This design comes from an exercise in tuning for small area on the open sky130 flow, not from production work.
Only simulation tests tie the RTL to the original design; equivalence was not proved.
Power and IR drop assume default switching activity.

==> inputs of job 9140 <==
==> flow/design.v (excerpt) <==
module modbus_rtu_master (
	input         clk,
	input         reset,
	input         RX,
	input  [15:0] data_300_1,
	input  [15:0] data_301_1,
	input  [15:0] data_302_1,
	input  [15:0] data_303_1,
	input  [15:0] data_304_1,
	input  [15:0] data_305_1,
	input  [15:0] data_306_1,
	input  [15:0] data_307_1,
	input  [15:0] data_308_1,
	input  [15:0] data_309_1,
	input  [15:0] data_300_2,
	input  [15:0] data_301_2,
	input  [15:0] data_302_2,
	input  [15:0] data_303_2,
	input  [15:0] data_304_2,
	input  [15:0] data_305_2,
	input  [15:0] data_306_2,
	input  [15:0] data_307_2,
	input  [15:0] data_308_2,
	input  [15:0] data_309_2,
	output [15:0] data_340_1,
	output [15:0] data_341_1,
	output [15:0] data_342_1,
	output [15:0] data_343_1,
	output [15:0] data_344_1,
	output [15:0] data_345_1,
	output [15:0] data_346_1,
	output [15:0] data_347_1,
	output [15:0] data_348_1,
	output [15:0] data_349_1,
	output [15:0] data_340_2,
	output [15:0] data_341_2,
	output [15:0] data_342_2,
	output [15:0] data_343_2,
	output [15:0] data_344_2,
	output [15:0] data_345_2,
	output [15:0] data_346_2,
	output [15:0] data_347_2,
	output [15:0] data_348_2,
	output [15:0] data_349_2,
	output        TX,
  ...
export LEC_CHECK = 0
export ABC_AREA = 1
export CAP_MARGIN = 20
export CORE_MARGIN = 2
export CORE_UTILIZATION = 40
export SLEW_MARGIN = 20
create_clock -name core_clock -period 12.5 [get_ports {clk}]
standard.sh (not shown) runs the stock make flow with config.mk's settings and CLKGATE_MAP_FILE= SYNTH_SCRIPT=/design/flow/synth_recipe.tcl, a recipe that flattens the netlist after the stock synthesis.
==> flow/flow/run.sh <==
#!/bin/bash
set -euo pipefail
export BUFFER_PORTS_ARGS="-buffer_cell sky130_fd_sc_hd__buf_1"
bash standard.sh finish > standard_sh.log 2>&1
==> job 7672 (differences from job 9140) <==
--- a/flow/design.v
+++ b/flow/design.v
@@ -82,77 +82,82 @@
 		end
 		if (f_neg > 5'd20) begin
 			rx_f  <= 1'b0;
 			f_neg <= 5'd20;
 		end
 	end
 end
 reg        DE_r;
+wire       urx_rst = reset | DE_r;
 reg  [3:0] urx_st;
-reg  [6:0] urx_cnt;
-reg        urx_prev, urx_run, urx_rf, update_rx;
+reg        urx_prev, urx_run, update_rx;
 reg  [7:0] rxb;
 reg  [15:0] crc;
 reg        crc_init, crc_act;
 reg  [2:0] crc_k;
 reg  [3:0] rs;
 reg  [7:0] adr_rx, n_data, data_hi;
 reg  [6:0] nod;
 reg  [2:0] ack_cnt;
-reg  [3:0] ecb;
 reg        lo_ok, crc_validate, reset_crc_rx, answer, rprev0, rprev1, sm, ss;
 reg  [15:0] error_code_r, error_cnt_r;
 reg        connection_r;
 reg [17:0] tC;
 reg        tR;
 reg  [4:0] ts;
-reg        start_tx, reset_crc_tx, start_delay, sdd, tprev0, tprev1, sel;
+reg        start_tx, start_delay, sdd, tprev0, tprev1, sel;
 reg  [3:0] num_reg;
 reg  [1:0] dd_cnt;
 reg [15:0] dbuf;
 reg  [3:0] utx_st;
-reg  [6:0] utx_cnt;
-reg        TX_r, busy, utx_prev, utx_run;
-wire urx_rst = reset | DE_r;
+reg        TX_r, busy, utx_prev;
+reg  [6:0] ucnt;
+wire [6:0] urx_cnt = rprev0 ? 7'd0 : ucnt;
+wire [6:0] utx_cnt = rprev0 ? ucnt : 7'd0;
+reg  [6:0] urx_cnt_n, utx_cnt_n;
+always @(*) begin
+	urx_cnt_n = urx_run ? urx_cnt + 7'd1 : 7'd0;
+	if (urx_cnt == 7'd80) urx_cnt_n = 7'd0;
+	if (urx_st == 4'd0 && !rx_f && urx_prev) urx_cnt_n = 7'd40;
+	if (urx_rst) urx_cnt_n = 7'd0;
+	utx_cnt_n = (utx_st != 4'd0) ? utx_cnt + 7'd1 : 7'd0;
+	if (utx_cnt == 7'd80) utx_cnt_n = 7'd0;
+	if (reset) utx_cnt_n = 7'd0;
+end
+always @(posedge clk) begin
+	ucnt <= DE_r ? utx_cnt_n : urx_cnt_n;
+end
 always @(posedge clk) begin
 	if (urx_rst) begin
 		urx_st    <= 4'd0;
-		urx_cnt   <= 7'd0;
 		urx_prev  <= 1'b0;
 		urx_run   <= 1'b0;
-		urx_rf    <= 1'b0;
 		update_rx <= 1'b0;
 	end
 	else begin
 		urx_prev <= rx_f;
-		urx_cnt  <= urx_run ? urx_cnt + 7'd1 : 7'd0;
 		if (urx_cnt == 7'd80) begin
-			urx_cnt <= 7'd0;
 			urx_st  <= urx_st + 4'd1;
-			urx_rf  <= 1'b0;
 		end
 		case (urx_st)
-			4'd0: if (!rx_f && urx_prev) begin
-				urx_run <= 1'b1;
-				urx_cnt <= 7'd40;
-			end
+			4'd0: if (!rx_f && urx_prev) urx_run <= 1'b1;
 			4'd1: update_rx <= 1'b0;
-			4'd2, 4'd3, 4'd4, 4'd5, 4'd6, 4'd7, 4'd8, 4'd9:
-				if (!urx_rf) urx_rf <= 1'b1;
+			4'd2, 4'd3, 4'd4, 4'd5, 4'd6, 4'd7, 4'd8, 4'd9: ;
 			4'd10: begin
 				if (rx_f) update_rx <= 1'b1;
 				urx_run <= 1'b0;
 				urx_st  <= 4'd0;
 			end
 			default: urx_st <= 4'd0;
 		endcase
 	end
 end
-wire urx_sample = !urx_rst && urx_st >= 4'd2 && urx_st <= 4'd9 && !urx_rf;
+wire urx_sample = !urx_rst && urx_st >= 4'd2 && urx_st <= 4'd9 && urx_cnt == 7'd0;
+wire reset_crc_tx = ts >= 5'd10 && ts <= 5'd13 || ts >= 5'd20;
 wire reset_eff = DE_r ? reset_crc_tx : reset_crc_rx;
 wire rx_edge   = update_rx && !rprev1;
 wire rx_ev     = rx_edge && !reset_crc_rx;
 wire utx_bit   = utx_st >= 4'd2 && utx_st <= 4'd9;
 wire tx_step   = DE_r && utx_bit && utx_cnt == 7'd0;
 wire do_step   = !reset_eff && (crc_act || tx_step);
 reg  [7:0] cur_byte;
 wire [2:0] utx_idx = utx_st[2:0] - 3'd2;
@@ -219,17 +224,16 @@
 		rs           <= R_IDLE;
 		adr_rx       <= 8'h00;
 		n_data       <= 8'h00;
 		crc_validate <= 1'b0;
 		reset_crc_rx <= 1'b0;
 		error_code_r <= 16'h0000;
 		connection_r <= 1'b0;
 		answer       <= 1'b0;
-		ecb          <= 4'h0;
 		lo_ok        <= 1'b0;
 		ack_cnt      <= 3'b000;
 		nod          <= 7'h00;
 		rprev0       <= 1'b0;
 		rprev1       <= 1'b0;
 	end
 	else begin
 		answer <= 1'b0;
@@ -272,28 +276,25 @@
 			FUNC_DEF: if (rx_edge) begin
 				if (rxb == 8'h10)
 					rs <= ACK;
 				else if (rxb == 8'h03)
 					rs <= READ_0;
 				else
 					rs <= ERROR_0;
 			end
-			ERROR_0: if (rx_edge) begin
-				ecb <= rxb[3:0];
-				rs  <= ERROR_1;
-			end
+			ERROR_0: if (rx_edge) rs <= ERROR_1;
 			ERROR_1: if (rx_edge) begin
 				lo_ok        <= rxb == crc[7:0];
 				reset_crc_rx <= 1'b1;
 				rs           <= ERROR_2;
 			end
 			ERROR_2: if (rx_edge) begin
 				if (lo_ok && rxb == crc[15:8])
-					error_code_r <= {adr_rx, ecb, 4'b0000};
+					error_code_r <= {adr_rx, data_hi[3:0], 4'b0000};
 				else
 					error_code_r[3:0] <= 4'b0100;
 				error_cnt_r  <= error_cnt_r + 16'h0001;
 				connection_r <= 1'b0;
 				rs           <= R_IDLE;
 			end
 			ACK: if (rx_edge) begin
 				if (ack_cnt == 3'b101) begin
@@ -345,17 +346,17 @@
 				else
 					n_data <= n_data + 8'h01;
 			end
 			default: rs <= R_IDLE;
 		endcase
 	end
 end
 always @(posedge clk) begin
-	if (rx_edge && rs == READ_1) data_hi <= rxb;
+	if (rx_edge && (rs == READ_1 || rs == ERROR_0)) data_hi <= rxb;
 end
 reg [159:0] rbuf;
 wire buf_we = rx_edge && rs == READ_2 && !symb_fire;
 always @(posedge clk) begin
 	if (buf_we && n_data == 8'd1) rbuf[15:0] <= {data_hi, rxb};
 	if (buf_we && n_data == 8'd2) rbuf[31:16] <= {data_hi, rxb};
 	if (buf_we && n_data == 8'd3) rbuf[47:32] <= {data_hi, rxb};
 	if (buf_we && n_data == 8'd4) rbuf[63:48] <= {data_hi, rxb};
@@ -505,17 +506,16 @@
 wire busy_fall = !busy && tprev0;
 wire ans_rise  = answer && !tprev1;
 always @(posedge clk) begin
 	if (reset) begin
 		start_tx     <= 1'b0;
 		ts           <= T_IDLE;
 		DE_r         <= 1'b1;
 		num_reg      <= 4'd1;
-		reset_crc_tx <= 1'b0;
 		dd_cnt       <= 2'b00;
 		start_delay  <= 1'b0;
 		sdd          <= 1'b0;
 		tprev0       <= 1'b0;
 		tprev1       <= 1'b0;
 		sel          <= 1'b0;
 	end
 	else begin
@@ -529,17 +529,16 @@
 			else
 				dd_cnt <= dd_cnt + 2'b01;
 		end
 		tprev0 <= busy;
 		tprev1 <= answer;
 		case (ts)
 			T_IDLE: begin
 				if (!start_delay) ts <= ST0;
-				reset_crc_tx <= 1'b0;
 			end
 			ST0, ST1, ST2, ST3, ST4, ST5, ST6, ST9, ST13, ST14, ST15, ST16, ST17, ST19: begin
 				if (busy_fall) begin
 					ts       <= ts + 5'd1;
 					start_tx <= 1'b0;
 				end
 				else
 					start_tx <= 1'b1;
@@ -552,17 +551,16 @@
 				else if (!sdd)
 					start_tx <= 1'b1;
 			end
 			ST8: begin
 				if (busy_fall) begin
 					if (num_reg == 4'd10) begin
 						ts           <= ST9;
 						num_reg      <= 4'd1;
-						reset_crc_tx <= 1'b1;
 					end
 					else begin
 						num_reg <= num_reg + 4'd1;
 						sdd     <= 1'b1;
 						ts      <= ST7;
 					end
 					start_tx <= 1'b0;
 				end
@@ -580,23 +578,21 @@
 			end
 			ST11: if (ans_rise) begin
 				DE_r        <= 1'b1;
 				start_delay <= 1'b1;
 				ts          <= ST12;
 			end
 			ST12: if (!start_delay) begin
 				ts           <= ST13;
-				reset_crc_tx <= 1'b0;
 			end
 			ST18: begin
 				if (busy_fall) begin
 					ts           <= ST19;
 					start_tx     <= 1'b0;
-					reset_crc_tx <= 1'b1;
 				end
 				else
 					start_tx <= 1'b1;
 			end
 			ST21: if (ans_rise) begin
 				DE_r        <= 1'b1;
 				sel         <= ~sel;
 				start_delay <= 1'b1;
@@ -650,40 +646,31 @@
 		ST10, ST20:  cur_byte = crc[15:8];
 		ST14:        cur_byte = 8'h03;
 		ST16:        cur_byte = 8'h54;
 		default:     cur_byte = 8'h00;
 	endcase
 end
 always @(posedge clk) begin
 	if (reset) begin
-		utx_cnt  <= 7'd0;
 		utx_st   <= 4'd0;
 		TX_r     <= 1'b1;
 		busy     <= 1'b0;
 		utx_prev <= 1'b0;
-		utx_run  <= 1'b0;
 	end
 	else begin
 		utx_prev <= start_tx;
-		utx_cnt  <= utx_run ? utx_cnt + 7'd1 : 7'd0;
 		if (utx_cnt == 7'd80) begin
-			utx_cnt <= 7'd0;
 			utx_st  <= (utx_st == 4'd10) ? 4'd0 : utx_st + 4'd1;
 		end
 		case (utx_st)
 			4'd0: begin
 				TX_r <= 1'b1;
 				busy <= 1'b0;
-				if (start_tx && !utx_prev) begin
-					utx_run <= 1'b1;
-					utx_st  <= 4'd1;
-				end
-				else
-					utx_run <= 1'b0;
+				if (start_tx && !utx_prev) utx_st <= 4'd1;
 			end
 			4'd1: begin
 				TX_r <= 1'b0;
 				busy <= 1'b1;
 			end
 			4'd2, 4'd3, 4'd4, 4'd5, 4'd6, 4'd7, 4'd8, 4'd9:
 				TX_r <= tx_bit;
 			4'd10: TX_r <= 1'b1;
==> flow/flow/run.sh (replaced) <==
#!/bin/bash
set -euo pipefail
export BUFFER_PORTS_ARGS="-buffer_cell sky130_fd_sc_hd__buf_1"
export CTS_ARGS="-sink_clustering_enable -repair_clock_nets -dont_use_dummy_load -buf_list {sky130_fd_sc_hd__clkbuf_8} -sink_clustering_size 15 -sink_clustering_max_diameter 60"
bash standard.sh finish > standard_sh.log 2>&1
==> flow/config.mk (replaced) <==
export PLATFORM = sky130hd
export DESIGN_NAME = modbus_rtu_master
export DESIGN_NICKNAME = modbus_rtu_master
export VERILOG_FILES = /design/flow/design.v
export SDC_FILE = /design/flow/constraint.sdc
export NUM_CORES = 4
export LEC_CHECK = 0
export CAP_MARGIN = 20
export CORE_MARGIN = 2
export CORE_UTILIZATION = 50
export SLEW_MARGIN = 25
==> job 7681 (differences from job 9140) <==
--- a/flow/design.v
+++ b/flow/design.v
@@ -82,77 +82,82 @@
 		end
 		if (f_neg > 5'd20) begin
 			rx_f  <= 1'b0;
 			f_neg <= 5'd20;
 		end
 	end
 end
 reg        DE_r;
+wire       urx_rst = reset | DE_r;
 reg  [3:0] urx_st;
-reg  [6:0] urx_cnt;
-reg        urx_prev, urx_run, urx_rf, update_rx;
+reg        urx_prev, urx_run, update_rx;
 reg  [7:0] rxb;
 reg  [15:0] crc;
 reg        crc_init, crc_act;
 reg  [2:0] crc_k;
 reg  [3:0] rs;
 reg  [7:0] adr_rx, n_data, data_hi;
 reg  [6:0] nod;
 reg  [2:0] ack_cnt;
-reg  [3:0] ecb;
 reg        lo_ok, crc_validate, reset_crc_rx, answer, rprev0, rprev1, sm, ss;
 reg  [15:0] error_code_r, error_cnt_r;
 reg        connection_r;
 reg [17:0] tC;
 reg        tR;
 reg  [4:0] ts;
-reg        start_tx, reset_crc_tx, start_delay, sdd, tprev0, tprev1, sel;
+reg        start_tx, start_delay, sdd, tprev0, tprev1, sel;
 reg  [3:0] num_reg;
 reg  [1:0] dd_cnt;
 reg [15:0] dbuf;
 reg  [3:0] utx_st;
-reg  [6:0] utx_cnt;
-reg        TX_r, busy, utx_prev, utx_run;
-wire urx_rst = reset | DE_r;
+reg        TX_r, busy, utx_prev;
+reg  [6:0] ucnt;
+wire [6:0] urx_cnt = rprev0 ? 7'd0 : ucnt;
+wire [6:0] utx_cnt = rprev0 ? ucnt : 7'd0;
+reg  [6:0] urx_cnt_n, utx_cnt_n;
+always @(*) begin
+	urx_cnt_n = urx_run ? urx_cnt + 7'd1 : 7'd0;
+	if (urx_cnt == 7'd80) urx_cnt_n = 7'd0;
+	if (urx_st == 4'd0 && !rx_f && urx_prev) urx_cnt_n = 7'd40;
+	if (urx_rst) urx_cnt_n = 7'd0;
+	utx_cnt_n = (utx_st != 4'd0) ? utx_cnt + 7'd1 : 7'd0;
+	if (utx_cnt == 7'd80) utx_cnt_n = 7'd0;
+	if (reset) utx_cnt_n = 7'd0;
+end
+always @(posedge clk) begin
+	ucnt <= DE_r ? utx_cnt_n : urx_cnt_n;
+end
 always @(posedge clk) begin
 	if (urx_rst) begin
 		urx_st    <= 4'd0;
-		urx_cnt   <= 7'd0;
 		urx_prev  <= 1'b0;
 		urx_run   <= 1'b0;
-		urx_rf    <= 1'b0;
 		update_rx <= 1'b0;
 	end
 	else begin
 		urx_prev <= rx_f;
-		urx_cnt  <= urx_run ? urx_cnt + 7'd1 : 7'd0;
 		if (urx_cnt == 7'd80) begin
-			urx_cnt <= 7'd0;
 			urx_st  <= urx_st + 4'd1;
-			urx_rf  <= 1'b0;
 		end
 		case (urx_st)
-			4'd0: if (!rx_f && urx_prev) begin
-				urx_run <= 1'b1;
-				urx_cnt <= 7'd40;
-			end
+			4'd0: if (!rx_f && urx_prev) urx_run <= 1'b1;
 			4'd1: update_rx <= 1'b0;
-			4'd2, 4'd3, 4'd4, 4'd5, 4'd6, 4'd7, 4'd8, 4'd9:
-				if (!urx_rf) urx_rf <= 1'b1;
+			4'd2, 4'd3, 4'd4, 4'd5, 4'd6, 4'd7, 4'd8, 4'd9: ;
 			4'd10: begin
 				if (rx_f) update_rx <= 1'b1;
 				urx_run <= 1'b0;
 				urx_st  <= 4'd0;
 			end
 			default: urx_st <= 4'd0;
 		endcase
 	end
 end
-wire urx_sample = !urx_rst && urx_st >= 4'd2 && urx_st <= 4'd9 && !urx_rf;
+wire urx_sample = !urx_rst && urx_st >= 4'd2 && urx_st <= 4'd9 && urx_cnt == 7'd0;
+wire reset_crc_tx = ts >= 5'd10 && ts <= 5'd13 || ts >= 5'd20;
 wire reset_eff = DE_r ? reset_crc_tx : reset_crc_rx;
 wire rx_edge   = update_rx && !rprev1;
 wire rx_ev     = rx_edge && !reset_crc_rx;
 wire utx_bit   = utx_st >= 4'd2 && utx_st <= 4'd9;
 wire tx_step   = DE_r && utx_bit && utx_cnt == 7'd0;
 wire do_step   = !reset_eff && (crc_act || tx_step);
 reg  [7:0] cur_byte;
 wire [2:0] utx_idx = utx_st[2:0] - 3'd2;
@@ -219,17 +224,16 @@
 		rs           <= R_IDLE;
 		adr_rx       <= 8'h00;
 		n_data       <= 8'h00;
 		crc_validate <= 1'b0;
 		reset_crc_rx <= 1'b0;
 		error_code_r <= 16'h0000;
 		connection_r <= 1'b0;
 		answer       <= 1'b0;
-		ecb          <= 4'h0;
 		lo_ok        <= 1'b0;
 		ack_cnt      <= 3'b000;
 		nod          <= 7'h00;
 		rprev0       <= 1'b0;
 		rprev1       <= 1'b0;
 	end
 	else begin
 		answer <= 1'b0;
@@ -272,28 +276,25 @@
 			FUNC_DEF: if (rx_edge) begin
 				if (rxb == 8'h10)
 					rs <= ACK;
 				else if (rxb == 8'h03)
 					rs <= READ_0;
 				else
 					rs <= ERROR_0;
 			end
-			ERROR_0: if (rx_edge) begin
-				ecb <= rxb[3:0];
-				rs  <= ERROR_1;
-			end
+			ERROR_0: if (rx_edge) rs <= ERROR_1;
 			ERROR_1: if (rx_edge) begin
 				lo_ok        <= rxb == crc[7:0];
 				reset_crc_rx <= 1'b1;
 				rs           <= ERROR_2;
 			end
 			ERROR_2: if (rx_edge) begin
 				if (lo_ok && rxb == crc[15:8])
-					error_code_r <= {adr_rx, ecb, 4'b0000};
+					error_code_r <= {adr_rx, data_hi[3:0], 4'b0000};
 				else
 					error_code_r[3:0] <= 4'b0100;
 				error_cnt_r  <= error_cnt_r + 16'h0001;
 				connection_r <= 1'b0;
 				rs           <= R_IDLE;
 			end
 			ACK: if (rx_edge) begin
 				if (ack_cnt == 3'b101) begin
@@ -345,17 +346,17 @@
 				else
 					n_data <= n_data + 8'h01;
 			end
 			default: rs <= R_IDLE;
 		endcase
 	end
 end
 always @(posedge clk) begin
-	if (rx_edge && rs == READ_1) data_hi <= rxb;
+	if (rx_edge && (rs == READ_1 || rs == ERROR_0)) data_hi <= rxb;
 end
 reg [159:0] rbuf;
 wire buf_we = rx_edge && rs == READ_2 && !symb_fire;
 always @(posedge clk) begin
 	if (buf_we && n_data == 8'd1) rbuf[15:0] <= {data_hi, rxb};
 	if (buf_we && n_data == 8'd2) rbuf[31:16] <= {data_hi, rxb};
 	if (buf_we && n_data == 8'd3) rbuf[47:32] <= {data_hi, rxb};
 	if (buf_we && n_data == 8'd4) rbuf[63:48] <= {data_hi, rxb};
@@ -505,17 +506,16 @@
 wire busy_fall = !busy && tprev0;
 wire ans_rise  = answer && !tprev1;
 always @(posedge clk) begin
 	if (reset) begin
 		start_tx     <= 1'b0;
 		ts           <= T_IDLE;
 		DE_r         <= 1'b1;
 		num_reg      <= 4'd1;
-		reset_crc_tx <= 1'b0;
 		dd_cnt       <= 2'b00;
 		start_delay  <= 1'b0;
 		sdd          <= 1'b0;
 		tprev0       <= 1'b0;
 		tprev1       <= 1'b0;
 		sel          <= 1'b0;
 	end
 	else begin
@@ -529,17 +529,16 @@
 			else
 				dd_cnt <= dd_cnt + 2'b01;
 		end
 		tprev0 <= busy;
 		tprev1 <= answer;
 		case (ts)
 			T_IDLE: begin
 				if (!start_delay) ts <= ST0;
-				reset_crc_tx <= 1'b0;
 			end
 			ST0, ST1, ST2, ST3, ST4, ST5, ST6, ST9, ST13, ST14, ST15, ST16, ST17, ST19: begin
 				if (busy_fall) begin
 					ts       <= ts + 5'd1;
 					start_tx <= 1'b0;
 				end
 				else
 					start_tx <= 1'b1;
@@ -552,17 +551,16 @@
 				else if (!sdd)
 					start_tx <= 1'b1;
 			end
 			ST8: begin
 				if (busy_fall) begin
 					if (num_reg == 4'd10) begin
 						ts           <= ST9;
 						num_reg      <= 4'd1;
-						reset_crc_tx <= 1'b1;
 					end
 					else begin
 						num_reg <= num_reg + 4'd1;
 						sdd     <= 1'b1;
 						ts      <= ST7;
 					end
 					start_tx <= 1'b0;
 				end
@@ -580,23 +578,21 @@
 			end
 			ST11: if (ans_rise) begin
 				DE_r        <= 1'b1;
 				start_delay <= 1'b1;
 				ts          <= ST12;
 			end
 			ST12: if (!start_delay) begin
 				ts           <= ST13;
-				reset_crc_tx <= 1'b0;
 			end
 			ST18: begin
 				if (busy_fall) begin
 					ts           <= ST19;
 					start_tx     <= 1'b0;
-					reset_crc_tx <= 1'b1;
 				end
 				else
 					start_tx <= 1'b1;
 			end
 			ST21: if (ans_rise) begin
 				DE_r        <= 1'b1;
 				sel         <= ~sel;
 				start_delay <= 1'b1;
@@ -650,40 +646,31 @@
 		ST10, ST20:  cur_byte = crc[15:8];
 		ST14:        cur_byte = 8'h03;
 		ST16:        cur_byte = 8'h54;
 		default:     cur_byte = 8'h00;
 	endcase
 end
 always @(posedge clk) begin
 	if (reset) begin
-		utx_cnt  <= 7'd0;
 		utx_st   <= 4'd0;
 		TX_r     <= 1'b1;
 		busy     <= 1'b0;
 		utx_prev <= 1'b0;
-		utx_run  <= 1'b0;
 	end
 	else begin
 		utx_prev <= start_tx;
-		utx_cnt  <= utx_run ? utx_cnt + 7'd1 : 7'd0;
 		if (utx_cnt == 7'd80) begin
-			utx_cnt <= 7'd0;
 			utx_st  <= (utx_st == 4'd10) ? 4'd0 : utx_st + 4'd1;
 		end
 		case (utx_st)
 			4'd0: begin
 				TX_r <= 1'b1;
 				busy <= 1'b0;
-				if (start_tx && !utx_prev) begin
-					utx_run <= 1'b1;
-					utx_st  <= 4'd1;
-				end
-				else
-					utx_run <= 1'b0;
+				if (start_tx && !utx_prev) utx_st <= 4'd1;
 			end
 			4'd1: begin
 				TX_r <= 1'b0;
 				busy <= 1'b1;
 			end
 			4'd2, 4'd3, 4'd4, 4'd5, 4'd6, 4'd7, 4'd8, 4'd9:
 				TX_r <= tx_bit;
 			4'd10: TX_r <= 1'b1;
==> flow/flow/run.sh (replaced) <==
#!/bin/bash
set -euo pipefail
export BUFFER_PORTS_ARGS="-buffer_cell sky130_fd_sc_hd__buf_1"
export CTS_ARGS="-sink_clustering_enable -repair_clock_nets -dont_use_dummy_load -buf_list {sky130_fd_sc_hd__clkbuf_4} -sink_clustering_size 8 -sink_clustering_max_diameter 50"
bash standard.sh finish > standard_sh.log 2>&1
==> flow/config.mk (replaced) <==
export PLATFORM = sky130hd
export DESIGN_NAME = modbus_rtu_master
export DESIGN_NICKNAME = modbus_rtu_master
export VERILOG_FILES = /design/flow/design.v
export SDC_FILE = /design/flow/constraint.sdc
export NUM_CORES = 4
export LEC_CHECK = 0
export CAP_MARGIN = 20
export CORE_MARGIN = 2
export CORE_UTILIZATION = 40
export SLEW_MARGIN = 40
==> run summary <==
- Sequential fraction of the synthesis area: 56.2%
- Sw power: 0.000876 W
- Util after Layout: 58.1%
- CTS root buffer: clkbuf_8
- Fraction of area in multi-input gates: 36.0%
- Max Slew Vio Count: 0
- Syn Area/Cell: 9.29 sq um
- Syn Inst Count: 3011
- Seq pwr share: 63.2%
- Status: timing/DRC/antenna clean
- Simple-gate portion of the synthesized area: 19.4%
- Startpoint types: input port
- Iter 0 DRT Violations: 2601
- Clock-pin slew on the worst setup and hold paths: 0.09 ns
- CP bufs+invs: 4
- Hold Path Stages: 2
[end of results for job 7672]
==> run summary <==
- Status: complete, but fails checks
- Fraction of area in multi-input gates: 32.4%
- Util after Layout: 48.0%
- Max Slew Vio Count: 130
- Hold Path Stages: 2
- Sw power: 0.00109 W
- Iter 0 DRT Violations: 2270
- Sequential fraction of the synthesis area: 52.6%
- Startpoint types: input port
- Syn Area/Cell: 8.20 sq um
- Clock-pin slew on the worst setup and hold paths: 0.06 ns
- Simple-gate portion of the synthesized area: 20.2%
- Seq pwr share: 48.8%
- Violated Checks: slew limit
[end of results for job 9140]
==> run summary <==
- Hold Path Stages: 1
- Fraction of area in multi-input gates: 35.6%
- CTS root buffer: clkbuf_4
- Simple-gate portion of the synthesized area: 19.4%
- CP bufs+invs: 1
- Sequential fraction of the synthesis area: 56.2%
- Clock-pin slew on the worst setup and hold paths: 0.09 ns
- Row count: 96
- Status: timing/DRC/antenna clean
- Startpoint types: flop
- Seq pwr share: 62.9%
- Final Non-Filler Cells: 4616
- Util after Layout: 47.2%
- Iter 0 DRT Violations: 2491
[end of results for job 7681]

==> static timing again, ports no longer ideal <==
How much do the figures lean on ideal ports? The routed layouts below were timed once more, with nothing changed but the port constraints. Step 1, drivers: a clkbuf_16 drives clk and a buf_2 each remaining input, both assumed. Step 2, shift: input delay + t, output delay - t, t = (earliest + latest rising clock arrival at the registers) / 2. This alone moves slack from input paths to output paths. Three values: ideal, step 1, step 2; two values: the first two.
run | t (ns) | slack for setup (ns) | worst data-port slew with drivers (ns)
job 9140 | 0.684 | 8.647 / 8.586 / 7.969 | 0.09
job 7672 | 0.704 | 7.213 / 7.245 / 6.541 | 0.16
job 7681 | 0.893 | 8.290 / 8.229 / 7.897 | 0.16
For job 9140, which loses most, drivers alone change the setup slack by -0.061 ns; drivers and shift together by -0.678 ns.
